This design comes from an exercise in tuning for small area, a short achievable clock period and few clock cycles on the open sky130 flow, not from production work.
The RTL was checked by simulation tests, not by an equivalence proof against the original design.
No activity file was given, so power comes from the tool's default toggle rates.

### design/flow/run.sh
#!/bin/bash
# synth_recipe.tcl (not shown) runs the flow's synth.tcl, then flattens the netlist and writes it again
# the make line also repeats each setting of config.mk as NAME=value (left out here)
make -C /OpenROAD-flow-scripts/flow DESIGN_CONFIG=/design/flow/config.mk WORK_HOME=/design/flow/orfs CLKGATE_MAP_FILE= SYNTH_SCRIPT=/design/flow/synth_recipe.tcl finish
### design/flow/config.mk
export PLATFORM = sky130hd
export DESIGN_NAME = mips
export DESIGN_NICKNAME = mips
export VERILOG_FILES = /design/flow/design.v
export SDC_FILE = /design/flow/constraint.sdc
export NUM_CORES = 4
export LEC_CHECK = 0
export CAP_MARGIN = 20
export CORE_MARGIN = 2
export CORE_UTILIZATION = 40
export PLACE_DENSITY = 0.6
export SLEW_MARGIN = 20
### design/flow/constraint.sdc
create_clock -name core_clock -period 110.0 [get_ports {clk}]
set_input_delay 22.0000 -clock core_clock [delete_from_list [all_inputs] [get_ports {clk}]]
set_output_delay 22.0000 -clock core_clock [all_outputs]
set_load 0.01 [all_outputs]
### design/flow/design.v
`timescale 1ns / 1ps
module mux2_32(
	 input [31:0] In1,
	 input [31:0] In2,
	 input Op,
	 output [31:0] Out
	 );
	 assign Out=(Op==0)? In1 :In2;
endmodule
module mux3_5(
	 input [4:0] In1,
	 input [4:0] In2,
	 input [4:0] In3,
	 input [1:0] Op,
	 output [4:0] Out
	 );
	 assign Out=(Op==0)? In1 :
					(Op==1)? In2 : In3;
endmodule
module mux3_32(
	 input [31:0] In1,
	 input [31:0] In2,
	 input [31:0] In3,
	 input [1:0] Op,
	 output [31:0] Out
	 );
	 assign Out=(Op==0)? In1 :
					(Op==1)? In2 : In3;
endmodule
module mux4_32(
	 input [31:0] In1,
	 input [31:0] In2,
	 input [31:0] In3,
	 input [31:0] In4,
	 input [1:0] Op,
	 output [31:0] Out
	 );
	 assign Out=(Op==0)? In1 :
					(Op==1)? In2 :
					(Op==2)? In3 : In4;
endmodule
module mux5_32(
	 input [31:0] In1,
	 input [31:0] In2,
	 input [31:0] In3,
	 input [31:0] In4,
	 input [31:0] In5,
	 input [2:0] Op,
	 output [31:0] Out
	 );
	 assign Out=(Op==0)? In1 :
					(Op==1)? In2 :
					(Op==2)? In3 :
					(Op==3)? In4 : In5;
endmodule
`timescale 1ns / 1ps
module ext(
	 input [15:0] In,
    input SignOp,
    output [31:0] Out
    );
	 assign Out = (SignOp==1'b0) ? {{16{1'b0}},In}:{{16{In[15]}},In};
endmodule
`timescale 1ns / 1ps
module ext_dm(
    input [1:0] Addrlow,
    input [31:0] Din,
    input [2:0] LDsel,
    output [31:0] Dout
    );
	 wire [7:0] Byte;
	 wire [15:0] Half;
	 assign Byte= (Addrlow==2'b11) ? Din[31:24] :
					  (Addrlow==2'b10) ? Din[23:16] :
					  (Addrlow==2'b01) ? Din[15:8]  :
					  Din[7:0];
	 assign Half= (Addrlow==2'b10) ? Din[31:16] : Din[15:0];
	 assign Dout= (LDsel==3'b100) ? {{16{Half[15]}},Half} :
					  (LDsel==3'b011) ? {16'b0,Half} :
					  (LDsel==3'b010) ? {{24{Byte[7]}},Byte} :
					  (LDsel==3'b001) ? {24'b0,Byte} :
					  Din;
endmodule
`timescale 1ns / 1ps
module alu(
    input [31:0] A,
    input [31:0] B,
    input [3:0] ALUOp,
    output reg [31:0] C
    );
	 always @(*) begin
		 case(ALUOp)
			4'b0000: C = A + B;
			4'b0001: C = A - B;
			4'b0010: C = A & B;
			4'b0011: C = A | B;
			4'b0100: C = A ^ B;
			4'b0101: C = ~(A | B);
			4'b0110: C = B << 32'd16;
			4'b0111: C = B << A[4:0];
			4'b1000: C = B >> A[4:0];
			4'b1001: C = $signed(B) >>> A[4:0];
			4'b1010: C = $signed(A)<$signed(B) ? 32'b1 : 32'b0;
			4'b1011: C = A < B ? 32'b1 : 32'b0;
			default: C = 32'b0;
		 endcase
	 end
endmodule
`timescale 1ns / 1ps
module cmp(
    input [31:0] Instr,
    input [31:0] Data1,
    input [31:0] Data2,
    output reg cmpout
    );
	 wire [5:0]op;
	 assign op = Instr[31:26];
	 always @(*) begin 
		case(op)
			6'b000100: cmpout <= Data1==Data2; 
			6'b000101: cmpout <= Data1!=Data2;
			6'b000110: cmpout <= (Data1[31]==1'b1 || Data1==32'b0);
			6'b000111: cmpout <= (Data1[31]==1'b0 &&  Data1!=32'b0);
			6'b000001: begin
				case(Instr[20:16])
					5'b10001: cmpout <= Data1[31]==1'b0;
					5'b00001: cmpout <= Data1[31]==1'b0;
					5'b00000: cmpout <= Data1[31]==1'b1;
					default: cmpout <=0;
				endcase
			end
			6'b000000:begin
				case(Instr[5:0])
					6'b001010: cmpout <= Data2==32'b0;
					default: cmpout <= 0;
				endcase
			end
			default: cmpout <= 0;
		endcase
	 end	
endmodule
`timescale 1ns / 1ps
module npc(
    input [31:0] Instr,
    input [31:0] PC4,
    input NPCsel,
	 input cmpout,
    output [31:0] npcout
    );
	 assign npcout = (NPCsel==1)? {{PC4[31:28]},Instr[25:0],2'b00}:
						  (cmpout==1)?	(PC4 + {{14{Instr[15]}},Instr[15:0],2'b00}):
											(PC4+4); 
endmodule
`timescale 1ns / 1ps
module grf(
    input clk,
	 input reset,
	 input [31:0] PrePC,
    input [31:0] busW,
    input WE,
    input [4:0] RA,
    input [4:0] RB,
    input [4:0] RW,
    output [31:0] busA,
    output [31:0] busB
    );
	 reg [31:0] rf[31:0];
	 integer i;
	 assign busA = rf[RA];
	 assign busB = rf[RB];
	 always @(posedge clk) begin
		if (reset) begin
			for(i=0;i<=31;i=i+1) begin
				rf[i]<=0;
			end
		end
		else if (WE && RW!=5'b0) begin
			rf[RW] <= busW;
		end
	 end
endmodule
`timescale 1ns / 1ps
module mdpart(
	 input clk,
	 input reset,
	 input [31:0] A,
	 input [31:0] B,
	 input Start,
	 input [2:0] MDOp,
	 output Busy,
	 output reg [31:0] hi,
	 output reg [31:0] lo
    );
	 reg [3:0] state;
	 assign Busy= state > 0;
	 always @(posedge clk) begin
		if(reset) begin 
			hi <= 32'b0;
			lo <= 32'b0;
			state <= 4'b0;
		end
		else if (Start) begin 
			case(MDOp)
				3'b000:begin
					state <= 4'd5;
					{hi,lo} <= A * B;
				end
				3'b001:begin
					state <= 4'd5;
					{hi,lo} <= $signed(A) * $signed(B);
				end
				3'b010:begin
					state <=4'd10;
					if(B!=32'b0) {hi,lo} <= {A % B,A / B};
				end
				3'b011:begin
					state <=4'd10;
					if(B!=32'b0) {hi,lo} <= {$signed(A)%$signed(B),$signed(A)/$signed(B)};
				end
				3'b110:begin
					state <=4'd5;
					{hi,lo} <= $signed({hi,lo}) + $signed(A) * $signed(B);
				end
				default: {hi,lo} <= 64'b0;
			endcase
		end
		else if (MDOp==3'b100) hi <= A;
		else if (MDOp==3'b101) lo <= A;
		else if (Busy) state <= state -4'b0001;
	 end
endmodule
`timescale 1ns / 1ps
module dmport(
    input MemWrite,
    input [1:0] SDsel,
    input [31:0] Address,
    input [31:0] Din,
    output [31:0] m_addr,
    output reg [3:0] m_be,
    output reg [31:0] m_wdata
    );
    assign m_addr = Address;
    always @(*) begin
        m_be = 4'b0000;
        m_wdata = Din;
        if (MemWrite) begin
            if (SDsel == 2'b10) begin
                case (Address[1:0])
                    2'b00: begin m_be = 4'b0011; m_wdata = {2{Din[15:0]}}; end
                    2'b10: begin m_be = 4'b1100; m_wdata = {2{Din[15:0]}}; end
                    default: begin m_be = 4'b1111; m_wdata = 32'b0; end
                endcase
            end
            else if (SDsel == 2'b01) begin
                m_wdata = {4{Din[7:0]}};
                case (Address[1:0])
                    2'b00: m_be = 4'b0001;
                    2'b01: m_be = 4'b0010;
                    2'b10: m_be = 4'b0100;
                    default: m_be = 4'b1000;
                endcase
            end
            else begin
                m_be = 4'b1111;
                m_wdata = Din;
            end
        end
    end
endmodule
`timescale 1ns / 1ps
module ifu(
    input clk,
    input reset,
	 input Branch,
    input [31:0] nextPC,
	 input Stall,
	 input NPCsel,
	 input CMPout,
    output [31:0] Instr,
    output [31:0] ADD4,
    output [31:0] i_addr,
    input [31:0] i_data
    );
	 reg [31:0] PC;
	 assign i_addr = PC;
	 assign Instr = i_data;
	 assign ADD4 = PC+4;
	 always @(posedge clk) begin
		if(reset) begin
			PC <= 32'h00003000;
		end
		else if(Stall) PC <= PC;
		else if(Branch) begin
			if(NPCsel==1'b0 && CMPout==1'b0) begin
				PC <= PC+4;
			end
			else begin 
				PC <= nextPC;
			end
		end
		else PC <= PC+4;
	 end
endmodule
`timescale 1ns / 1ps
module D_pipe(
    input clk,
	 input reset,
    input [31:0] Instr,
    input [31:0] ADD4,
	 input Stall,
    output reg [31:0] IR_D,
    output reg [31:0] PC4_D,
    output reg [31:0] PC8_D
    );
	 always @(posedge clk) begin
		if(reset) begin
			IR_D <= 32'b0;
			PC4_D <= 32'b0;
			PC8_D <= 32'b0;
		 end
		else if(Stall) begin
			IR_D <= IR_D;
			PC4_D <= PC4_D;
			PC8_D <= PC8_D;
		end
		else begin 
			IR_D <= Instr;
			PC4_D <= ADD4;
			PC8_D <= ADD4+4;
		end
	 end
endmodule
`timescale 1ns / 1ps
module E_pipe(
    input clk,
	 input reset,
    input [31:0] IR_D,
    input [31:0] PC4_D,
    input [31:0] PC8_D,
	 input [4:0] A3_D,
    input [31:0] RF_RD1,
    input [31:0] RF_RD2,
    input [31:0] EXT,
	 input RegWrite_D,
	 input MemWrite_D,
	 input cmpout,
	 input Stall,
    output reg [31:0] IR_E,
    output reg [31:0] PC4_E,
    output reg [31:0] PC8_E,
	 output reg [4:0] A3_E,
    output reg [31:0] RS_E,
    output reg [31:0] RT_E,
    output reg [31:0] EXT_E,
	 output reg RegWrite_E,
	 output reg MemWrite_E	 
    );
	 always @(posedge clk) begin
		if (reset) begin
			IR_E <= 32'b0;
			PC4_E <= 32'b0;
			PC8_E <= 32'b0;
			A3_E <= 5'b0;
			RS_E <= 32'b0;
			RT_E <= 32'b0;
			EXT_E <= 32'b0;
			RegWrite_E <= 1'b0;
			MemWrite_E <= 1'b0;
		end
		else if (Stall) begin
			IR_E <= 32'b0;
			PC4_E <= 32'b0;
			PC8_E <= 32'b0;
			A3_E <= 5'b0;
			RS_E <= 32'b0;
			RT_E <= 32'b0;
			EXT_E <= 32'b0;
			RegWrite_E <= 1'b0;
			MemWrite_E <= 1'b0;
		end
		else begin
			IR_E <= IR_D;
			PC4_E <= PC4_D;
			if(IR_D[31:26]==6'b000000 && IR_D[5:0]==6'b001010 && cmpout==1)begin 
				PC8_E <= RF_RD1;
			end
			else PC8_E <= PC8_D;
			if((IR_D[31:26]==6'b000000 && IR_D[5:0]==6'b001010) && cmpout==0) begin 
				A3_E <= 5'b0;
				RegWrite_E <= 1'b0;
			end
			else begin
				A3_E <= A3_D;
				RegWrite_E <= RegWrite_D;
			end
			RS_E <= RF_RD1;
			RT_E <= RF_RD2;
			EXT_E <= EXT;
			MemWrite_E <= MemWrite_D;
		end
	 end
endmodule
`timescale 1ns / 1ps
module M_pipe(
    input clk,
	 input reset,
    input [31:0] IR_E,
    input [31:0] PC4_E,
    input [31:0] PC8_E,
	 input [4:0] A3_E,
    input [31:0] AO,
	 input [31:0] HI,
	 input [31:0] LO,
    input [31:0] RT_E,
	 input RegWrite_E,
	 input MemWrite_E,
    output reg [31:0] IR_M,
    output reg [31:0] PC4_M,
    output reg [31:0] PC8_M,
	 output reg [4:0] A3_M,
    output reg [31:0] AO_M,
    output reg [31:0] RT_M,
	 output reg RegWrite_M,
	 output reg MemWrite_M	 
    );
	 always @(posedge clk) begin
		 if(reset) begin
			IR_M <= 32'b0;
			PC4_M <= 32'b0;
			PC8_M <= 32'b0;
			A3_M <= 5'b0;
			AO_M <= 32'b0;
			RT_M <= 32'b0;
			RegWrite_M <= 1'b0;
			MemWrite_M <= 1'b0;
		 end
		 else begin
			IR_M <= IR_E;
			PC4_M <= PC4_E;
			PC8_M <= PC8_E;
			A3_M <= A3_E;
			if(IR_E[31:26]==6'b000000 && IR_E[5:0]==6'b010000) AO_M <= HI;
			else if(IR_E[31:26]==6'b000000 && IR_E[5:0]==6'b010010) AO_M <= LO;
			else AO_M <= AO;
			RT_M <= RT_E;
			RegWrite_M <= RegWrite_E;
			MemWrite_M <= MemWrite_E;
		 end
	 end
endmodule
`timescale 1ns / 1ps
module W_pipe(
    input clk,
	 input reset,
    input [31:0] IR_M,
    input [31:0] PC4_M,
    input [31:0] PC8_M,
	 input [4:0] A3_M,
    input [31:0] AO_M,
    input [31:0] DM,
	 input RegWrite_M,
    output reg [31:0] IR_W,
    output reg [31:0] PC4_W,
    output reg [31:0] PC8_W,
	 output reg [4:0] A3_W,
    output reg [31:0] AO_W,
    output reg [31:0] DM_W,
	 output reg RegWrite_W
    );
	 always @(posedge clk) begin
		if (reset) begin
			IR_W <= 32'b0;
			PC4_W <= 32'b0;
			PC8_W <= 32'b0;
			A3_W <= 5'b0;
			AO_W <= 32'b0;
			DM_W <= 32'b0;
			RegWrite_W <= 1'b0;
		end
		else begin 
			IR_W <= IR_M;
			PC4_W <= PC4_M;
			PC8_W <= PC8_M;
			A3_W <= A3_M;
			AO_W <= AO_M;
			DM_W <= DM;
			RegWrite_W <= RegWrite_M;
		end
	 end
endmodule
`timescale 1ns / 1ps
module decoder(
	 input [31:0]Instr,
	 output Tuse_rs0,
	 output Tuse_rs1,
	 output Tuse_rt0,
	 output Tuse_rt1,
	 output Tuse_rt2,
	 output reg [1:0]res,
	 output [4:0]A1,
	 output [4:0]A2,
	 output mdFlag 
    );
	 wire [5:0]Op;
	 wire [5:0]Func;
	 wire Add,Addu,Sub,Subu,And,Or,Xor,Nor;
	 wire Mult,Multu,Div,Divu,Mfhi,Mflo,Mthi,Mtlo,Madd;
	 wire Sll,Srl,Sra,Sllv,Srlv,Srav;
	 wire Slt,Sltu;
	 wire Jr,Jalr;
	 wire Movz;
	 wire Addi,Addiu,Andi,Ori,Xori,Lui;
	 wire Slti,Sltiu;
	 wire Lw,Lb,Lbu,Lh,Lhu,Sw,Sb,Sh;
	 wire Beq,Bne,Blez,Bgtz;
	 wire Bgezal,Bltz,Bgez;
	 wire J,Jal;
	 assign Op=Instr[31:26];
	 assign Func=Instr[5:0];
	 assign Add= Op==6'b000000 && Func==6'b100000;
	 assign Addu= Op==6'b000000 && Func==6'b100001;
	 assign Sub= Op==6'b000000 && Func==6'b100010;
	 assign Subu= Op==6'b000000 && Func==6'b100011;
	 assign And= Op==6'b000000 && Func==6'b100100;
	 assign Or= Op==6'b000000 && Func==6'b100101;
	 assign Xor= Op==6'b000000 && Func==6'b100110;
	 assign Nor= Op==6'b000000 && Func==6'b100111;
	 assign Mult= Op==6'b000000 && Func==6'b011000;
	 assign Multu= Op==6'b000000 && Func==6'b011001;
	 assign Div= Op==6'b000000 && Func==6'b011010;
	 assign Divu= Op==6'b000000 && Func==6'b011011;
	 assign Mfhi= Op==6'b000000 && Func==6'b010000;
	 assign Mflo= Op==6'b000000 && Func==6'b010010;
	 assign Mthi= Op==6'b000000 && Func==6'b010001;
	 assign Mtlo= Op==6'b000000 && Func==6'b010011;
	 assign Madd= Op==6'b011100 && Func==6'b000000;
	 assign Sll= Op==6'b000000 && Func==6'b000000;
	 assign Srl= Op==6'b000000 && Func==6'b000010;
	 assign Sra= Op==6'b000000 && Func==6'b000011;
	 assign Sllv= Op==6'b000000 && Func==6'b000100;
	 assign Srlv= Op==6'b000000 && Func==6'b000110;
	 assign Srav= Op==6'b000000 && Func==6'b000111;
	 assign Slt= Op==6'b000000 && Func==6'b101010;
	 assign Sltu= Op==6'b000000 && Func==6'b101011;
	 assign Addi= Op==6'b001000;
	 assign Addiu= Op==6'b001001;
	 assign Andi= Op==6'b001100;
	 assign Ori= Op==6'b001101;
	 assign Xori= Op==6'b001110;
	 assign Lui= Op==6'b001111;
	 assign Slti= Op==6'b001010;
	 assign Sltiu= Op==6'b001011;
	 assign Beq= Op==6'b000100;
	 assign Bne= Op==6'b000101;
	 assign Blez= Op==6'b000110;
	 assign Bgtz= Op==6'b000111;
	 assign Bgezal= Op==6'b000001 && Instr[20:16]==5'b10001;
	 assign Bgez= Op==6'b000001 && Instr[20:16]==5'b00001;
	 assign Bltz= Op==6'b000001 && Instr[20:16]==5'b00000;
	 assign J= Op==6'b000010;
	 assign Jal= Op==6'b000011;
	 assign Jr= Op==6'b000000 && Func==6'b001000;
	 assign Jalr= Op==6'b000000 && Func==6'b001001;
	 assign Lw= Op==6'b100011;
	 assign Lb= Op==6'b100000;
	 assign Lbu= Op==6'b100100;
	 assign Lh= Op==6'b100001;
	 assign Lhu= Op==6'b100101;
	 assign Sw= Op==6'b101011;
	 assign Sb= Op==6'b101000;
	 assign Sh= Op==6'b101001;
	 assign Movz= Op==6'b000000 && Func==6'b001010;
	 assign Tuse_rs0= Beq || Jr || Jalr || Bgezal || Movz || Bltz || Bne || Blez || Bgtz || Bgez || Bltz;
	 assign Tuse_rs1= Addu || Subu || Ori || Lw || Sw || Slt || Sltu || Sb || Sh || Mult || Multu || Div || Divu || Mthi || Mtlo ||
							Sllv || Srlv || Srav || Add || Sub || And || Or || Xor || Nor || Addi || Addiu || Andi || Xori || Slti || Sltiu||
							Lb || Lbu || Lh || Lhu || Madd;
	 assign Tuse_rt0= Beq || Movz || Bne;
	 assign Tuse_rt1= Addu || Subu || Slt || Sltu || Mult || Multu || Div || Divu || Sll || Srl || Sra || Sllv || Srlv || Srav ||
							Add || Sub || And || Or || Xor || Nor || Madd;
	 assign Tuse_rt2= Sw || Sb || Sh;
	 assign mdFlag= Mult || Multu || Div || Divu || Mthi || Mtlo || Mfhi || Mflo || Madd;
	 assign A1=Instr[25:21];
	 assign A2=Instr[20:16];
	 always @(*) begin
		 case(Op)
			6'b000000: begin
				case(Func)
					6'b100000: res <= 2'b01;
					6'b100001: res <= 2'b01;
					6'b100010: res <= 2'b01;
					6'b100011: res <= 2'b01;
					6'b100100: res <= 2'b01;
					6'b100101: res <= 2'b01;
					6'b100110: res <= 2'b01;
					6'b100111: res <= 2'b01;
					6'b000000: res <= 2'b01;
					6'b000010: res <= 2'b01;
					6'b000011: res <= 2'b01;
					6'b000100: res <= 2'b01;
					6'b000110: res <= 2'b01;
					6'b000111: res <= 2'b01;
					6'b001001: res <= 2'b11;
					6'b001010: res <= 2'b11;
					6'b101010: res <= 2'b01;
					6'b101011: res <= 2'b01;
					6'b010000: res <= 2'b01;
					6'b010010: res <= 2'b01;
					default: res <= 2'b00;
				endcase
			end
			6'b000001: begin
				case(Instr[20:16])
					5'b10001: res <= 2'b11;
					default: res <= 2'b00;
				endcase
			end
			6'b001000: res <= 2'b01;
			6'b001001: res <= 2'b01;
			6'b001100: res <= 2'b01;
			6'b001110: res <= 2'b01;
			6'b001101: res <= 2'b01;
			6'b100011: res <= 2'b10;
			6'b000011: res <= 2'b11;
			6'b001111: res <= 2'b01;
			6'b100000: res <= 2'b10;
			6'b100100: res <= 2'b10;
			6'b100001: res <= 2'b10;
			6'b100101: res <= 2'b10;
			6'b001010: res <= 2'b01;
			6'b001011: res <= 2'b01;
			default: res <= 2'b00;
		 endcase
	 end
endmodule
`timescale 1ns / 1ps
module controller(
	 input [31:0] Instr,
	 output RegWrite,
	 output [1:0] RFAsel,
	 output [1:0] RFWDsel,
	 output MemWrite,
	 output Branch,
	 output NPCsel,
	 output Branchsel,
	 output EXTOp,
	 output ALUasel,
	 output ALUbsel,
	 output reg [3:0] ALUOp,
	 output [2:0] LDsel,
	 output [1:0] SDsel,
	 output Start,
	 output [2:0] MDOp
    );
	 wire [5:0]Op;
	 wire [5:0]Func;
	 wire Add,Addu,Sub,Subu,And,Or,Xor,Nor;
	 wire Mult,Multu,Div,Divu,Mfhi,Mflo,Mthi,Mtlo,Madd;
	 wire Sll,Srl,Sra,Sllv,Srlv,Srav;
	 wire Slt,Sltu;
	 wire Jr,Jalr;
	 wire Movz;
	 wire Addi,Addiu,Andi,Ori,Xori,Lui;
	 wire Slti,Sltiu;
	 wire Lw,Lb,Lbu,Lh,Lhu,Sw,Sb,Sh;
	 wire Beq,Bne,Blez,Bgtz;
	 wire Bgezal,Bltz,Bgez;
	 wire J,Jal;
	 assign Op=Instr[31:26];
	 assign Func=Instr[5:0];
	 assign Add= Op==6'b000000 && Func==6'b100000;
	 assign Addu= Op==6'b000000 && Func==6'b100001;
	 assign Sub= Op==6'b000000 && Func==6'b100010;
	 assign Subu= Op==6'b000000 && Func==6'b100011;
	 assign And= Op==6'b000000 && Func==6'b100100;
	 assign Or= Op==6'b000000 && Func==6'b100101;
	 assign Xor= Op==6'b000000 && Func==6'b100110;
	 assign Nor= Op==6'b000000 && Func==6'b100111;
	 assign Mult= Op==6'b000000 && Func==6'b011000;
	 assign Multu= Op==6'b000000 && Func==6'b011001;
	 assign Div= Op==6'b000000 && Func==6'b011010;
	 assign Divu= Op==6'b000000 && Func==6'b011011;
	 assign Mfhi= Op==6'b000000 && Func==6'b010000;
	 assign Mflo= Op==6'b000000 && Func==6'b010010;
	 assign Mthi= Op==6'b000000 && Func==6'b010001;
	 assign Mtlo= Op==6'b000000 && Func==6'b010011;
	 assign Madd= Op==6'b011100 && Func==6'b000000;
	 assign Sll= Op==6'b000000 && Func==6'b000000;
	 assign Srl= Op==6'b000000 && Func==6'b000010;
	 assign Sra= Op==6'b000000 && Func==6'b000011;
	 assign Sllv= Op==6'b000000 && Func==6'b000100;
	 assign Srlv= Op==6'b000000 && Func==6'b000110;
	 assign Srav= Op==6'b000000 && Func==6'b000111;
	 assign Slt= Op==6'b000000 && Func==6'b101010;
	 assign Sltu= Op==6'b000000 && Func==6'b101011;
	 assign Addi= Op==6'b001000;
	 assign Addiu= Op==6'b001001;
	 assign Andi= Op==6'b001100;
	 assign Ori= Op==6'b001101;
	 assign Xori= Op==6'b001110;
	 assign Lui= Op==6'b001111;
	 assign Slti= Op==6'b001010;
	 assign Sltiu= Op==6'b001011; 
	 assign Beq= Op==6'b000100;
	 assign Bne= Op==6'b000101;
	 assign Blez= Op==6'b000110;
	 assign Bgtz= Op==6'b000111;
	 assign Bgezal= Op==6'b000001 && Instr[20:16]==5'b10001;
	 assign Bgez= Op==6'b000001 && Instr[20:16]==5'b00001;
	 assign Bltz= Op==6'b000001 && Instr[20:16]==5'b00000;
	 assign J= Op==6'b000010;
	 assign Jal= Op==6'b000011;
	 assign Jr= Op==6'b000000 && Func==6'b001000;
	 assign Jalr= Op==6'b000000 && Func==6'b001001;
	 assign Lw= Op==6'b100011;
	 assign Lb= Op==6'b100000;
	 assign Lbu= Op==6'b100100;
	 assign Lh= Op==6'b100001;
	 assign Lhu= Op==6'b100101;
	 assign Sw= Op==6'b101011;
	 assign Sb= Op==6'b101000;
	 assign Sh= Op==6'b101001;
	 assign Movz= Op==6'b000000 && Func==6'b001010;
	 assign RegWrite= Addu || Subu || Ori || Lw || Lui || Jal || Jalr || Bgezal || Movz || Mfhi || Mflo || 
							Sll || Srl || Sra || Sllv || Srlv || Srav || Add || Sub || And  || Or || Xor || Nor || Addi ||
							Addiu || Andi || Xori || Slt || Sltu || Slti || Sltiu || Lb || Lbu || Lh || Lhu;
	 assign RFAsel= (Jal | Bgezal) ? 2'b10 : 
						 (Addu | Subu | Jalr | Movz | Mfhi | Mflo | Sll | Srl | Sra | Sllv | Srlv | Srav |
						  Add | Sub | And | Or | Xor | Nor | Slt | Sltu) ? 2'b01 : 
						 2'b00; 
	 assign RFWDsel= (Jal | Jalr | Bgezal) ? 2'b10 : 
						  (Lw | Lb | Lbu | Lh | Lhu) ? 2'b01: 
						  2'b00; 
	 assign MemWrite= Sw || Sb || Sh;
	 assign Branch= Beq || J || Jal || Jr || Jalr || Bgezal || Bne || Blez || Bgtz || Bgez || Bltz;
	 assign NPCsel= J || Jal || Jr || Jalr;
	 assign Branchsel= Jr || Jalr;
	 assign EXTOp= Lw || Sw || Beq || Bgezal || Lb || Lbu || Lh || Lhu || Sb || Sh || Addi || Addiu || Slti || Sltiu ||
						Bne || Blez || Bgtz || Bgez || Bltz;
	 assign ALUasel= Sll || Srl || Sra;
	 assign ALUbsel= Ori || Lw || Sw || Lui || Lb || Lbu || Lh || Lhu || Sb || Sh || Addi || Addiu || Andi || Xori || Slti || Sltiu;
	 assign LDsel= Lh ? 3'b100 :
						Lhu? 3'b011 :
						Lb ? 3'b010 :
						Lbu? 3'b001 :
						3'b000; 
	 assign SDsel= Sh ? 2'b10 :
						Sb ? 2'b01 : 
						2'b00; 
    assign Start= Mult || Multu || Div || Divu || Madd;
	 assign MDOp= Madd ? 3'b110 :
					  Mtlo ? 3'b101 :
					  Mthi ? 3'b100 :
					  Div  ? 3'b011 :
					  Divu ? 3'b010 :
					  Mult ? 3'b001 : 
					  3'b000; 
	 always @(*) begin
		 case(Op)
			6'b000000: begin
				case(Func)
					6'b100000: ALUOp <= 4'b0000;
					6'b100001: ALUOp <= 4'b0000;
					6'b100010: ALUOp <= 4'b0001;
					6'b100011: ALUOp <= 4'b0001;
					6'b100100: ALUOp <= 4'b0010;
					6'b100101: ALUOp <= 4'b0011;
					6'b100110: ALUOp <= 4'b0100;
					6'b100111: ALUOp <= 4'b0101;
					6'b001000: ALUOp <=4'b0000;
					6'b000000: ALUOp <= 4'b0111;
					6'b000010: ALUOp <= 4'b1000;
					6'b000011: ALUOp <= 4'b1001;
					6'b000100: ALUOp <= 4'b0111;
					6'b000110: ALUOp <= 4'b1000;
					6'b000111: ALUOp <= 4'b1001;
					6'b101010: ALUOp <= 4'b1010;
					6'b101011: ALUOp <= 4'b1011;
					default: ALUOp <=4'b0000;
				endcase
			end
			6'b001000: ALUOp <= 4'b0000;
			6'b001001: ALUOp <= 4'b0000;
			6'b001100: ALUOp <= 4'b0010;
			6'b001110: ALUOp <= 4'b0100;
			6'b001101: ALUOp <= 4'b0011;
			6'b001111: ALUOp <= 4'b0110;
			6'b001010: ALUOp <= 4'b1010;
			6'b001011: ALUOp <= 4'b1011;
			default: ALUOp <=4'b0000;
		 endcase
	 end
endmodule
`timescale 1ns / 1ps
module hazardunit(
	 input [31:0] InstrD,
	 input [31:0] InstrE,
	 input [31:0] InstrM,
	 input [31:0] InstrW,
	 input [4:0] A3_M,
	 input [4:0] A3_E,
	 input [4:0] A3_W,
	 input StartE,
	 input Busy,
	 output Stall,
	 output [2:0] ForwardRSD,
	 output [2:0] ForwardRTD,
	 output [1:0] ForwardRSE,
	 output [1:0] ForwardRTE,
	 output ForwardRTM
    );
	 wire DTuse_rs0,DTuse_rs1,DTuse_rt0,DTuse_rt1,DTuse_rt2;
	 wire Stall_rs0_E1,Stall_rs0_E2,Stall_rs1_E2,Stall_rs0_M1,Stall_rs,Stall_rt0_E1, Stall_rt0_E2,Stall_rt1_E2,Stall_rt0_M1, Stall_rt;
	 wire Stall_md,mdFlagD;
	 wire [1:0]res_E,res_M,res_W;
	 wire [4:0]A1_D,A2_D;
	 wire [4:0]A1_E,A2_E;
	 wire [4:0]A2_M;
	 decoder u_decoderD(.Instr(InstrD), .Tuse_rs0(DTuse_rs0), .Tuse_rs1(DTuse_rs1), .Tuse_rt0(DTuse_rt0), .Tuse_rt1(DTuse_rt1),.Tuse_rt2(DTuse_rt2),
							  .A1(A1_D), .A2(A2_D), .mdFlag(mdFlagD));
	 decoder u_decoderE(.Instr(InstrE), .res(res_E), .A1(A1_E), .A2(A2_E));
	 decoder u_decoderM(.Instr(InstrM), .res(res_M), .A2(A2_M));
	 decoder u_decoderW(.Instr(InstrW), .res(res_W));
	 assign Stall_rs0_E1=DTuse_rs0 & (res_E==2'b01) & (A1_D!=5'b0) & (A1_D==A3_E);
	 assign Stall_rs0_E2=DTuse_rs0 & (res_E==2'b10)  & (A1_D!=5'b0) & (A1_D==A3_E);
	 assign Stall_rs1_E2=DTuse_rs1 & (res_E==2'b10)  & (A1_D!=5'b0) & (A1_D==A3_E);
	 assign Stall_rs0_M1=DTuse_rs0 & (res_M==2'b10)  & (A1_D!=5'b0) & (A1_D==A3_M);
	 assign Stall_rs=Stall_rs0_E1 | Stall_rs0_E2 | Stall_rs1_E2 | Stall_rs0_M1;
	 assign Stall_rt0_E1=DTuse_rt0 & (res_E==2'b01) & (A2_D!=5'b0) & (A2_D==A3_E);
	 assign Stall_rt0_E2=DTuse_rt0 & (res_E==2'b10)  & (A2_D!=5'b0) & (A2_D==A3_E);
	 assign Stall_rt1_E2=DTuse_rt1 & (res_E==2'b10)  & (A2_D!=5'b0) & (A2_D==A3_E);
	 assign Stall_rt0_M1=DTuse_rt0 & (res_M==2'b10)  & (A2_D!=5'b0) & (A2_D==A3_M);
	 assign Stall_rt=Stall_rt0_E1 | Stall_rt0_E2 | Stall_rt1_E2 | Stall_rt0_M1;
	 assign Stall_md=(StartE || Busy) && (mdFlagD);
	 assign Stall= Stall_rs | Stall_rt | Stall_md;
	 assign ForwardRSD= ((A1_D!=5'b0) & (A1_D==A3_E) & (res_E==2'b11))  ? 3'b100 :
							  ((A1_D!=5'b0) & (A1_D==A3_M) & (res_M==2'b11))  ? 3'b011 :
							  ((A1_D!=5'b0) & (A1_D==A3_M) & (res_M==2'b01)) ? 3'b010 :
							  ((A1_D!=5'b0) & (A1_D==A3_W) & (res_W==2'b11))  ? 3'b001 :
							  ((A1_D!=5'b0) & (A1_D==A3_W) & (res_W==2'b10))  ? 3'b001 :
							  ((A1_D!=5'b0) & (A1_D==A3_W) & (res_W==2'b01)) ? 3'b001 : 3'b000;
	 assign ForwardRTD= ((A2_D!=5'b0) & (A2_D==A3_E) & (res_E==2'b11))  ? 3'b100 :
							  ((A2_D!=5'b0) & (A2_D==A3_M) & (res_M==2'b11))  ? 3'b011 :
							  ((A2_D!=5'b0) & (A2_D==A3_M) & (res_M==2'b01)) ? 3'b010 :
							  ((A2_D!=5'b0) & (A2_D==A3_W) & (res_W==2'b11))  ? 3'b001 :
							  ((A2_D!=5'b0) & (A2_D==A3_W) & (res_W==2'b10))  ? 3'b001 :
							  ((A2_D!=5'b0) & (A2_D==A3_W) & (res_W==2'b01)) ? 3'b001 : 3'b000;
	 assign ForwardRSE= ((A1_E!=5'b0) & (A1_E==A3_M) & (res_M==2'b11))  ? 2'b11 :
							  ((A1_E!=5'b0) & (A1_E==A3_M) & (res_M==2'b01)) ? 2'b10 :
							  ((A1_E!=5'b0) & (A1_E==A3_W) & (res_W==2'b11))  ? 2'b01 :
							  ((A1_E!=5'b0) & (A1_E==A3_W) & (res_W==2'b10))  ? 2'b01 :
							  ((A1_E!=5'b0) & (A1_E==A3_W) & (res_W==2'b01)) ? 2'b01 : 2'b00;
	 assign ForwardRTE= ((A2_E!=5'b0) & (A2_E==A3_M) & (res_M==2'b11))  ? 2'b11 :
							  ((A2_E!=5'b0) & (A2_E==A3_M) & (res_M==2'b01)) ? 2'b10 :
							  ((A2_E!=5'b0) & (A2_E==A3_W) & (res_W==2'b11))  ? 2'b01 :
							  ((A2_E!=5'b0) & (A2_E==A3_W) & (res_W==2'b10))  ? 2'b01 :
							  ((A2_E!=5'b0) & (A2_E==A3_W) & (res_W==2'b01)) ? 2'b01 : 2'b00;
    assign ForwardRTM= ((A2_M!=5'b0) & (A2_M==A3_W) & (res_W==2'b11))  ? 1'b1 :
							  ((A2_M!=5'b0) & (A2_M==A3_W) & (res_W==2'b10))  ? 1'b1 :
							  ((A2_M!=5'b0) & (A2_M==A3_W) & (res_W==2'b01)) ? 1'b1 : 1'b0;
endmodule
`timescale 1ns / 1ps
module controlunit(
	 input [31:0]InstrD,
	 input [31:0]InstrE,
	 input [31:0]InstrM,
	 input [31:0]InstrW,
	 input [4:0] A3_M,
	 input [4:0] A3_E,
	 input [4:0] A3_W,
	 input Busy,
	 output RegWriteD,
	 output [1:0] RFAselD,
	 output [1:0] RFWDselW,
	 output MemWriteD,
	 output BranchD,
	 output NPCselD,
	 output BranchselD,
	 output EXTOpD,
	 output ALUaselE,
	 output ALUbselE,
	 output [3:0] ALUOpE,
	 output [2:0] LDselW,
	 output [1:0] SDselM,
	 output StartE,
	 output [2:0] MDOpE,
	 output Stall,
	 output [2:0] ForwardRSD,
	 output [2:0] ForwardRTD,
	 output [1:0] ForwardRSE,
	 output [1:0] ForwardRTE,
	 output ForwardRTM
    );
	 controller u_controller_D(.Instr(InstrD),
										.RegWrite(RegWriteD),
										.RFAsel(RFAselD),
										.MemWrite(MemWriteD),
										.Branch(BranchD),
										.NPCsel(NPCselD),
										.Branchsel(BranchselD),
										.EXTOp(EXTOpD)
										);
	 controller u_controller_E(.Instr(InstrE),
										.ALUasel(ALUaselE),
										.ALUbsel(ALUbselE),
										.ALUOp(ALUOpE),
										.Start(StartE),
										.MDOp(MDOpE)
										);
	 controller u_controller_M(.Instr(InstrM),
										.SDsel(SDselM)
										);
	 controller u_controller_W(.Instr(InstrW),
										.RFWDsel(RFWDselW),
										.LDsel(LDselW)
										);
	 hazardunit u_hazardunit(.InstrD(InstrD),
									 .InstrE(InstrE),
									 .InstrM(InstrM),
									 .InstrW(InstrW),
									 .A3_E(A3_E),
									 .A3_M(A3_M),
									 .A3_W(A3_W),
									 .StartE(StartE),
									 .Busy(Busy),
									 .Stall(Stall),
									 .ForwardRSD(ForwardRSD),
									 .ForwardRTD(ForwardRTD),
									 .ForwardRSE(ForwardRSE),
									 .ForwardRTE(ForwardRTE),
									 .ForwardRTM(ForwardRTM)
									 );
endmodule
`timescale 1ns / 1ps
module datapath(
	 input clk,
	 input reset,
	 input RegWriteD,
	 input [1:0] RFAselD,
	 input [1:0] RFWDselW,
	 input MemWriteD,
	 input BranchD,
	 input NPCselD,
	 input BranchselD,
	 input EXTOpD,
	 input ALUaselE,
	 input ALUbselE,
	 input [3:0]ALUOpE,
	 input [2:0]LDselW,
	 input [1:0]SDselM,
	 input StartE, 
	 input [2:0]MDOpE,
	 input Stall,
	 input [2:0] ForwardRSD,
	 input [2:0] ForwardRTD,
	 input [1:0] ForwardRSE,
	 input [1:0] ForwardRTE,
	 input ForwardRTM,
	 output [31:0] IR_D,
	 output [31:0] IR_E,
	 output [31:0] IR_M,
	 output [31:0] IR_W,
	 output [4:0] A3_M,
	 output [4:0] A3_E,
	 output [4:0] A3_W,
	 output [31:0] i_addr,
	 input [31:0] i_data,
	 output [31:0] m_addr,
	 output [3:0] m_be,
	 output [31:0] m_wdata,
	 input [31:0] m_rdata,
	 output w_we,
	 output [4:0] w_addr,
	 output [31:0] w_data,
	 output [31:0] w_pc,
	 output Busy
    );
	 wire CMPout;
	 wire [31:0]IR_D_in,ADD4,nextPC,PC4_D,PC8_D;
	 wire [31:0]PC4_E,PC8_E,RS_E,RT_E,EXT_E,HI,LO;
	 wire [31:0]PC4_M,PC8_M,AO_M,RT_M,DMdata;
	 wire [31:0]PC4_W,PC8_W,AO_W,DM_W,DM_EXT;
	 wire [31:0]WD,RF_RD1,RF_RD2,EXTout,NPCout,ALUout;
	 wire [31:0]RFWD,ALUb,ALUa;
	 wire [31:0]MFRSD,MFRTD,MFRSE,MFRTE,MFRTM;
	 wire [4:0]RFA;
	 wire RegWrite_E,RegWrite_M,RegWrite_W;
	 wire MemWrite_E,MemWrite_M;
	 mux2_32 u_mux2_32_Branchsel(.In1(NPCout),
										  .In2(MFRSD),
										  .Op(BranchselD),
										  .Out(nextPC)
										  );
	 ifu u_ifu(.clk(clk), 
				  .reset(reset), 
				  .Branch(BranchD), 
				  .nextPC(nextPC),  
				  .Stall(Stall),
				  .NPCsel(NPCselD),
				  .CMPout(CMPout),
				  .Instr(IR_D_in), 
				  .ADD4(ADD4),
				  .i_addr(i_addr),
				  .i_data(i_data)
				  );
	 D_pipe u_D_pipe(.clk(clk), 
						  .reset(reset),
						  .Instr(IR_D_in),
						  .ADD4(ADD4),
						  .Stall(Stall),
						  .IR_D(IR_D),
						  .PC4_D(PC4_D),
						  .PC8_D(PC8_D)
						  );
	 grf u_grf(.clk(clk),
				  .reset(reset),
				  .PrePC(PC4_W-4),
				  .busW(RFWD), 
				  .WE(RegWrite_W),
				  .RA(IR_D[25:21]),
				  .RB(IR_D[20:16]),
				  .RW(A3_W),
				  .busA(RF_RD1),
				  .busB(RF_RD2)
				  );
	 ext u_ext(.In(IR_D[15:0]),
				  .SignOp(EXTOpD),
				  .Out(EXTout)
				  );
	 mux5_32 u_mux5_32_ForwardRSD(.In1(RF_RD1),
										 .In2(RFWD),
										 .In3(AO_M),
										 .In4(PC8_M),
										 .In5(PC8_E),
										 .Op(ForwardRSD),
										 .Out(MFRSD)
										 );
	 mux5_32 u_mux5_32_ForwardRTD(.In1(RF_RD2),
										 .In2(RFWD),
										 .In3(AO_M),
										 .In4(PC8_M),
										 .In5(PC8_E),
										 .Op(ForwardRTD),
										 .Out(MFRTD)
										 );
	 cmp u_cmp(.Instr(IR_D),
				  .Data1(MFRSD),  
				  .Data2(MFRTD),  
				  .cmpout(CMPout)
				  );
	 npc u_npc(.Instr(IR_D),
				  .PC4(PC4_D),
				  .NPCsel(NPCselD),
				  .cmpout(CMPout),
				  .npcout(NPCout)
				  );
	 mux3_5 u_mux3_5_RFAsel(.In1(IR_D[20:16]),
									.In2(IR_D[15:11]),
									.In3(5'b11111),
									.Op(RFAselD),
									.Out(RFA)
									);
	 E_pipe u_E_pipe(.clk(clk),
						  .reset(reset),
						  .IR_D(IR_D),
						  .PC4_D(PC4_D),
						  .PC8_D(PC8_D),
						  .A3_D(RFA),
						  .RF_RD1(MFRSD),
						  .RF_RD2(MFRTD),
						  .EXT(EXTout),
						  .RegWrite_D(RegWriteD),
						  .MemWrite_D(MemWriteD),
						  .cmpout(CMPout),
						  .Stall(Stall),
						  .IR_E(IR_E),
						  .PC4_E(PC4_E),
						  .PC8_E(PC8_E),
						  .A3_E(A3_E),
						  .RS_E(RS_E),
						  .RT_E(RT_E),
						  .EXT_E(EXT_E),
						  .RegWrite_E(RegWrite_E),
						  .MemWrite_E(MemWrite_E)
						  );
	 mux4_32 u_mux4_32_ForwardRSE(.In1(RS_E),
										 .In2(RFWD),
										 .In3(AO_M),
										 .In4(PC8_M),
										 .Op(ForwardRSE),
										 .Out(MFRSE)
										 ); 
	 mux4_32 u_mux4_32_ForwardRTE(.In1(RT_E),
										 .In2(RFWD),
										 .In3(AO_M),
										 .In4(PC8_M),
										 .Op(ForwardRTE),
										 .Out(MFRTE)
										 ); 
	 mux2_32 u_mux2_32_ALUasel(.In1(MFRSE),
										.In2({{27'b0},IR_E[10:6]}),
										.Op(ALUaselE),
										.Out(ALUa)
										);
	 mux2_32 u_mux2_32_ALUbsel(.In1(MFRTE), 
										.In2(EXT_E),
										.Op(ALUbselE),
										.Out(ALUb)
										);
	 alu u_alu(.A(ALUa), 
				  .B(ALUb), 
				  .ALUOp(ALUOpE),
				  .C(ALUout)
				  );
	 mdpart u_mdpart(.clk(clk),
						  .reset(reset),
						  .A(MFRSE),
						  .B(MFRTE),
						  .Start(StartE),
						  .MDOp(MDOpE),
			           .Busy(Busy),
						  .hi(HI),
						  .lo(LO)
						  );
	 M_pipe u_M_pipe(.clk(clk),
						  .reset(reset),
						  .IR_E(IR_E),
						  .PC4_E(PC4_E),
						  .PC8_E(PC8_E),
						  .A3_E(A3_E),
						  .AO(ALUout),
						  .HI(HI),
						  .LO(LO),
						  .RT_E(MFRTE),
						  .RegWrite_E(RegWrite_E),
						  .MemWrite_E(MemWrite_E),
						  .IR_M(IR_M),
						  .PC4_M(PC4_M),
						  .PC8_M(PC8_M),
						  .A3_M(A3_M),
						  .AO_M(AO_M),
						  .RT_M(RT_M),
						  .RegWrite_M(RegWrite_M),
						  .MemWrite_M(MemWrite_M)
						  );
	 mux2_32 u_mux2_32_ForwardRTM(.In1(RT_M),
											.In2(RFWD),
											.Op(ForwardRTM),
											.Out(MFRTM)
											);
	 dmport u_dmport(.MemWrite(MemWrite_M),
				.SDsel(SDselM),
				.Address(AO_M),
				.Din(MFRTM),
				.m_addr(m_addr),
				.m_be(m_be),
				.m_wdata(m_wdata)
				);
	 assign DMdata = m_rdata;
	 W_pipe u_W_pipe(.clk(clk),
						  .reset(reset),
						  .IR_M(IR_M),
						  .PC4_M(PC4_M),
						  .PC8_M(PC8_M),
						  .A3_M(A3_M),
						  .AO_M(AO_M),
						  .DM(DMdata),
						  .RegWrite_M(RegWrite_M),
						  .IR_W(IR_W),
						  .PC4_W(PC4_W),
						  .PC8_W(PC8_W),
						  .A3_W(A3_W),
						  .AO_W(AO_W),
						  .DM_W(DM_W),
						  .RegWrite_W(RegWrite_W)
						  );
	 ext_dm u_ext_dm(.Addrlow(AO_W[1:0]),
						  .Din(DM_W),
						  .LDsel(LDselW),
						  .Dout(DM_EXT)
						  );
	 mux3_32 u_mux3_32_RFWDsel(.In1(AO_W),
										.In2(DM_EXT),
										.In3(PC8_W),
										.Op(RFWDselW),
										.Out(RFWD)
										);
	 assign w_we = RegWrite_W && (A3_W != 5'b0);
	 assign w_addr = A3_W;
	 assign w_data = RFWD;
	 assign w_pc = PC4_W - 32'd4;
endmodule
`timescale 1ns / 1ps
module mips(
    input clk,
    input reset,
    output [31:0] i_addr,
    input [31:0] i_data,
    output [31:0] m_addr,
    output [3:0] m_be,
    output [31:0] m_wdata,
    input [31:0] m_rdata,
    output w_we,
    output [4:0] w_addr,
    output [31:0] w_data,
    output [31:0] w_pc
    );
	 wire [31:0]InstrD,InstrE,InstrM,InstrW;
	 wire [4:0]A3_E,A3_M,A3_W;
	 wire [3:0]ALUOpE;
	 wire [2:0]ForwardRSD,ForwardRTD,LDselW,MDOpE;
	 wire [1:0]RFAselD,RFWDselW,ForwardRSE,ForwardRTE,SDselM;
	 wire RegWriteD,MemWriteD,BranchD,NPCselD,BranchselD,ALUaselE,ALUbselE,EXTOpD,Stall,ForwardRTM,StartE,Busy;
	 controlunit u_controlunit(.InstrD(InstrD),
										.InstrE(InstrE),
										.InstrM(InstrM),
										.InstrW(InstrW),
										.A3_E(A3_E),
										.A3_M(A3_M),
										.A3_W(A3_W),
										.Busy(Busy),
										.RegWriteD(RegWriteD),
										.RFAselD(RFAselD),
										.RFWDselW(RFWDselW),
										.MemWriteD(MemWriteD),
										.BranchD(BranchD),
										.NPCselD(NPCselD),
										.BranchselD(BranchselD),
										.EXTOpD(EXTOpD),
										.ALUaselE(ALUaselE),
										.ALUbselE(ALUbselE),
										.ALUOpE(ALUOpE),
										.LDselW(LDselW),
										.SDselM(SDselM),
										.StartE(StartE),
										.MDOpE(MDOpE),
										.Stall(Stall),
										.ForwardRSD(ForwardRSD),
										.ForwardRTD(ForwardRTD),
										.ForwardRSE(ForwardRSE),
										.ForwardRTE(ForwardRTE),
										.ForwardRTM(ForwardRTM)
										);
	 datapath u_datapath(.clk(clk),
								.reset(reset),					
								.RegWriteD(RegWriteD),
								.RFAselD(RFAselD),
								.RFWDselW(RFWDselW),
								.MemWriteD(MemWriteD),
								.BranchD(BranchD),
								.NPCselD(NPCselD),
								.BranchselD(BranchselD),
								.EXTOpD(EXTOpD),
								.ALUaselE(ALUaselE),
								.ALUbselE(ALUbselE),
								.ALUOpE(ALUOpE),
								.LDselW(LDselW),
								.SDselM(SDselM),
								.StartE(StartE),
								.MDOpE(MDOpE),
								.Stall(Stall),
								.ForwardRSD(ForwardRSD),
								.ForwardRTD(ForwardRTD),
								.ForwardRSE(ForwardRSE),
								.ForwardRTE(ForwardRTE),
								.ForwardRTM(ForwardRTM),
								.IR_D(InstrD),
								.IR_E(InstrE),
								.IR_M(InstrM),
								.IR_W(InstrW),
								.A3_E(A3_E),
								.A3_M(A3_M),
								.A3_W(A3_W),
								.Busy(Busy),
								.i_addr(i_addr),
								.i_data(i_data),
								.m_addr(m_addr),
								.m_be(m_be),
								.m_wdata(m_wdata),
								.m_rdata(m_rdata),
								.w_we(w_we),
								.w_addr(w_addr),
								.w_data(w_data),
								.w_pc(w_pc)
								);
endmodule
==> summary.txt <==
The top-level I/O count came out at 236. The hold-fix buffer count after cts is 0. The TritonCTS buffer count came out at 188. The standby leakage power is 0.1041 uW. For this block, wires on met1 add up to 428600 um.

The switching power total is 37040 uW. STA classifies the critical path endpoint as a register. The die height is 722.0 um. STA puts the critical path data arrival time at 105.16 ns.

Yosys mapped a number of flops with a built-in enable equal to 1024. The aggregate negative setup slack is 0 ns. The count of cells along the worst register-to-register path is 500.

The capture point of the worst reg-to-reg path is u_datapath.u_mdpart.lo[26]. The placeable core area is 0.5133 mm2. The sequential cell area fraction in the yosys report came out at 0.2156. Of the total power, registers draw 0.013.

After detailed routing, the met3 layer carries 148600 um of wire. The power in the clock group came out at 665 uW. The placement row count is 263. The endpoint of the worst hold-timing path is u_datapath.u_W_pipe.PC4_W[23]. The number of filler instances in the final layout is 49.66k. The number of remaining DRC errors is 0. The required time of the worst setup path is 110.83 ns.

The portion of total power attributed to the clock network is 0.011. Headroom to the max-slew limit came out at 0.04422. The clock transition at the registers of the reported paths came out at 0.07 ns.

The internal power component came out at 22780 uW. The startpoint identified for the worst register-to-register timing path is u_datapath.u_M_pipe.A3_M[4]. Dividing the synthesized area by the synthesized cell count gives 8.725 um2.

The number of violations of the max-capacitance limit came out at 0. The hold violation total from the final report came out at 0. The number of warning messages in the yosys log is 12. In the final routed layout, each cell accounts on average for 33.78 um. Signal routing reaches up to met5. The pin count of the biggest net entering global routing is 125.

The ratio of cells with drive above 1 in the final layout is 0.1673. The power per cell area is 249.7 mW/mm2. The worst supply voltage drop on vdd is 831.3 uV. The area of the die came out at 0.5213 mm2. The worst slack at placement is 2.328 ns. The number of antenna violations at the first check in global routing came out at 130. The total congestion overflow is 0. Tracing the worst setup path back leads to its startpoint at u_datapath.u_M_pipe.A3_M[4]. In this run the worst hold path is classified as reg -> reg. The run finished with no timing, DRC or antenna violations. The most numerous cell type found on the critical path is sky130_fd_sc_hd__buf_4. The starting density of the core is 0.4017. The power in combinational cells came out at 58400 uW. The clock tree skew after final layout is 0.1326 ns.

The met2 routed wirelength came out at 428200 um. Following the worst setup path forward leads to its endpoint at u_datapath.u_mdpart.lo[26]. The slowest cell on the critical path is sky130_fd_sc_hd__a2111oi_1. For the sequential group, total power comes out at 767 uW.

The buffer and inverter count on the worst path is 75. CTS placed an instance of sky130_fd_sc_hd__clkbuf_16 at the clock tree root. The most common cell after layout, fill and taps aside is sky130_fd_sc_hd__nor2_1. The number of routed nets with antenna violations came out at 0. The share of total power in combinational logic came out at 0.976. The critical path is of the reg -> reg type. The non-filler instance count after layout came out at 32.21k. The post-synthesis to final-layout area growth is 16.19%. The largest part of the power goes to combinational logic. The die width came out at 722.0 um. After synthesis, the share of flip-flops with an asynchronous set or reset is 0. The delay of the slowest cell on the worst path came out at 1.14 ns. In this run the most critical hold path is launched from u_datapath.u_M_pipe.PC4_M[23].

The share of the cycle needed by the critical path after routing is 0.9484. The maximum number of buffers from clock root to sink is 4. The register-to-register setup slack is 5.67 ns.

The total setup violations reported at the end of the flow is 0. The final total power is 59820 uW. For this run, the total global-route usage over all layers was measured as 0.4048.

Dividing the detail-routed via count by the number of cells gives 6.314. The H-tree depth came out at 4. After synthesis the cells add up to 0.2062 mm2. The category of cells accounting for the largest share of critical-path delay is compound AO/OA/AOI/OAI gates. The clock tree from TritonCTS is yes. The count of state elements after synthesis came out at 1709. Among all flip-flop cells after synthesis, the most frequent one is sky130_fd_sc_hd__edfxtp_1.

The number of global-route vias before repair is 192.4k. The detailed-router iteration count before antenna repair is 14. Counting instances, the worst hold path has a depth of 1. The library cells used most frequently in the layout, excluding fill and tap cells, are 3089 x sky130_fd_sc_hd__nor2_1, 2364 x sky130_fd_sc_hd__nand2_1, 2364 x sky130_fd_sc_hd__buf_4, 1960 x sky130_fd_sc_hd__inv_1, 1650 x sky130_fd_sc_hd__ha_1. The total wirelength of the detailed-routed design came out at 1088000 um. The DRC marker count from the first detailed-route iteration came out at 30.37k. The wire length of the first global-routing pass came out at 1496000 um. The number of cells after detailed placement came out at 31.73k. The type of origin of the critical path is a register.

The fmax is 0.009585 GHz. The final weighted congestion in routability-driven placement is 1.092. The cell count after synthesis is 23.64k. The final worst slack is 5.671 ns.

The number of vias after detailed routing is 203.4k. The minimum period implied by the final worst setup slack came out at 104.33 ns. In this run the worst path has a maximum fanout of 26. In this run the number of cells on the critical path is 500.

The later-pin clock latency in the skew report is 0.96 ns. The layout net count came out at 28.41k. The final max-slew violation count was 0. The number of unique standard cell types used by synthesis is 131. The TritonCTS sink count came out at 1709. The HPWL after detailed placement is 837300 um. The net switching fraction of the power came out at 0.6192. At the pin with the least slew margin, the transition time is 1.434 ns.

In this run the tool buffered the top-level ports with 235 buffer cells.
[Yosys cell counts (648+ instances only)]
library cell	instances	area [um2]
sky130_fd_sc_hd__nor2_1	3116	11700
sky130_fd_sc_hd__nand2_1	2403	9020
sky130_fd_sc_hd__inv_1	1989	7466
sky130_fd_sc_hd__ha_1	1651	20660
sky130_fd_sc_hd__fa_1	1478	29590
sky130_fd_sc_hd__a21oi_1	1352	6766
sky130_fd_sc_hd__o21ai_0	1073	5370
sky130_fd_sc_hd__edfxtp_1	1024	30750
sky130_fd_sc_hd__clkbuf_1	1023	3840
sky130_fd_sc_hd__dfxtp_1	685	13710
sky130_fd_sc_hd__xnor2_1	655	5737
sky130_fd_sc_hd__mux4_2	648	14590
[cell type report]
class	instances	area [um2]	share of cell area
antenna	87	217.7	0.0009087
clock buffer	236	5006	0.02089
clock inverter	104	1212	0.005060
inverter	2017	7590	0.03168
multi-input combinational	18645	151500	0.6325
sequential	1709	44510	0.1858
tap	6757	8454	0.03529
timing repair buffer	2657	21070	0.08796
[layer usage]
| metal | vias up | GRT usage |
|---|---|---|
| met3 | 2780 | 0.1314 |
| met5 | - | 0 |
| li1 | 86191 | - |
| met1 | 100223 | 0.5468 |
| met2 | 14142 | 0.5598 |
| met4 | 52 | 0.2434 |
[sequential cells by signal (all words and copies together), names as in the netlist, 16 cells and up, named ones only]
name,count
u_datapath.u_D_pipe.PC4_D,30
u_datapath.u_E_pipe.PC4_E,32
u_datapath.u_D_pipe.PC8_D,32
u_datapath.u_E_pipe.RS_E,32
u_datapath.u_M_pipe.IR_M,17
u_datapath.u_mdpart.lo,32
u_datapath.u_W_pipe.AO_W,32
u_datapath.u_M_pipe.RT_M,32
u_datapath.u_W_pipe.PC8_W,32
u_datapath.u_M_pipe.PC8_M,32
u_datapath.u_ifu.PC,32
u_datapath.u_M_pipe.PC4_M,32
u_datapath.u_W_pipe.DM_W,32
u_datapath.u_E_pipe.PC8_E,32
u_datapath.u_E_pipe.EXT_E,16
u_datapath.u_M_pipe.AO_M,32
u_datapath.u_E_pipe.RT_E,32
u_datapath.u_W_pipe.IR_W,17
u_datapath.u_W_pipe.PC4_W,32
u_datapath.u_mdpart.hi,32
u_datapath.u_D_pipe.IR_D,32
u_datapath.u_E_pipe.IR_E,17
u_datapath.u_grf.rf,1024
[what timing repair did]
action | CTS | global route
gates resized for setup | 0 | 177
endpoints found under the setup margin | 0 | 64
setup buffers | 0 | 49
[power by group through the flow]
stage               clock [uW]  combinational, uW  sequential (uW)
floorplan                    0              32300              747
global placement             0              57100              776
detailed placement           0              55800              776
[worst max path at each step]
stage	start	endpoint	slack (ns)	cells after the start
detailed placement	u_datapath.u_W_pipe.IR_W[30]	u_datapath.u_mdpart.hi[26]	2.33	504
global placement	u_datapath.u_W_pipe.IR_W[30]	u_datapath.u_mdpart.hi[21]	1.22	499
floorplan	u_datapath.u_M_pipe.A3_M[4]	u_datapath.u_mdpart.hi[26]	11.12	476
[through the flow]
step / util / hold slack [ns] / area (um2)
after floorplan: - / 0.4138 / 206300
after global routing: 0.4664 / 0.4541 / 239400
after CTS: 0.4640 / 0.4383 / 238200
after global placement: 0.4518 / 0.4155 / 231900
final: 0.4667 / 0.4378 / 239600
after detailed placement: 0.4519 / 0.4227 / 232000
[cell families after synthesis]
| group | after synthesis | synth area share |
|---|---|---|
| and+or+nand+nor | 8299 | 0.1821 |
| AOI/OAI and AO/OA | 5009 | 0.1581 |
| buffers and inverters | 3317 | 0.06106 |
| adders and majority gates | 3129 | 0.2437 |
| DFF | 1709 | 0.2156 |
| muxes | 1097 | 0.09377 |
| xor gates and xnor gates | 1075 | 0.04569 |
| other | 1 | 0.00001818 |
Testbench counts, summed over its fixed seeds: cycles 22,616.

==> re-timing with driven ports <==
How much do the figures lean on ideal ports? The routed layout below was timed once more, with nothing changed but the port constraints.
Step 1 assumes that a clkbuf_16 drives the clock port and a buf_2 every other input.
Step 2, shift: input delay + t, output delay - t, t = (earliest + latest rising clock arrival at the registers) / 2. This alone moves slack from input paths to output paths.
a / b / c = no drivers / after step 1 / after step 2; a / b = the first two.
shift t [ns]: 1.004
setup WS [ns]: 5.671 / 5.671 / 5.671
worst setup path after step 2: register to register
worst data-port slew with drivers (ns): 0.11
After both steps setup and hold are still met in this run. For this run, drivers alone change the setup slack by 0.000 ns; drivers and shift together by 0.000 ns.
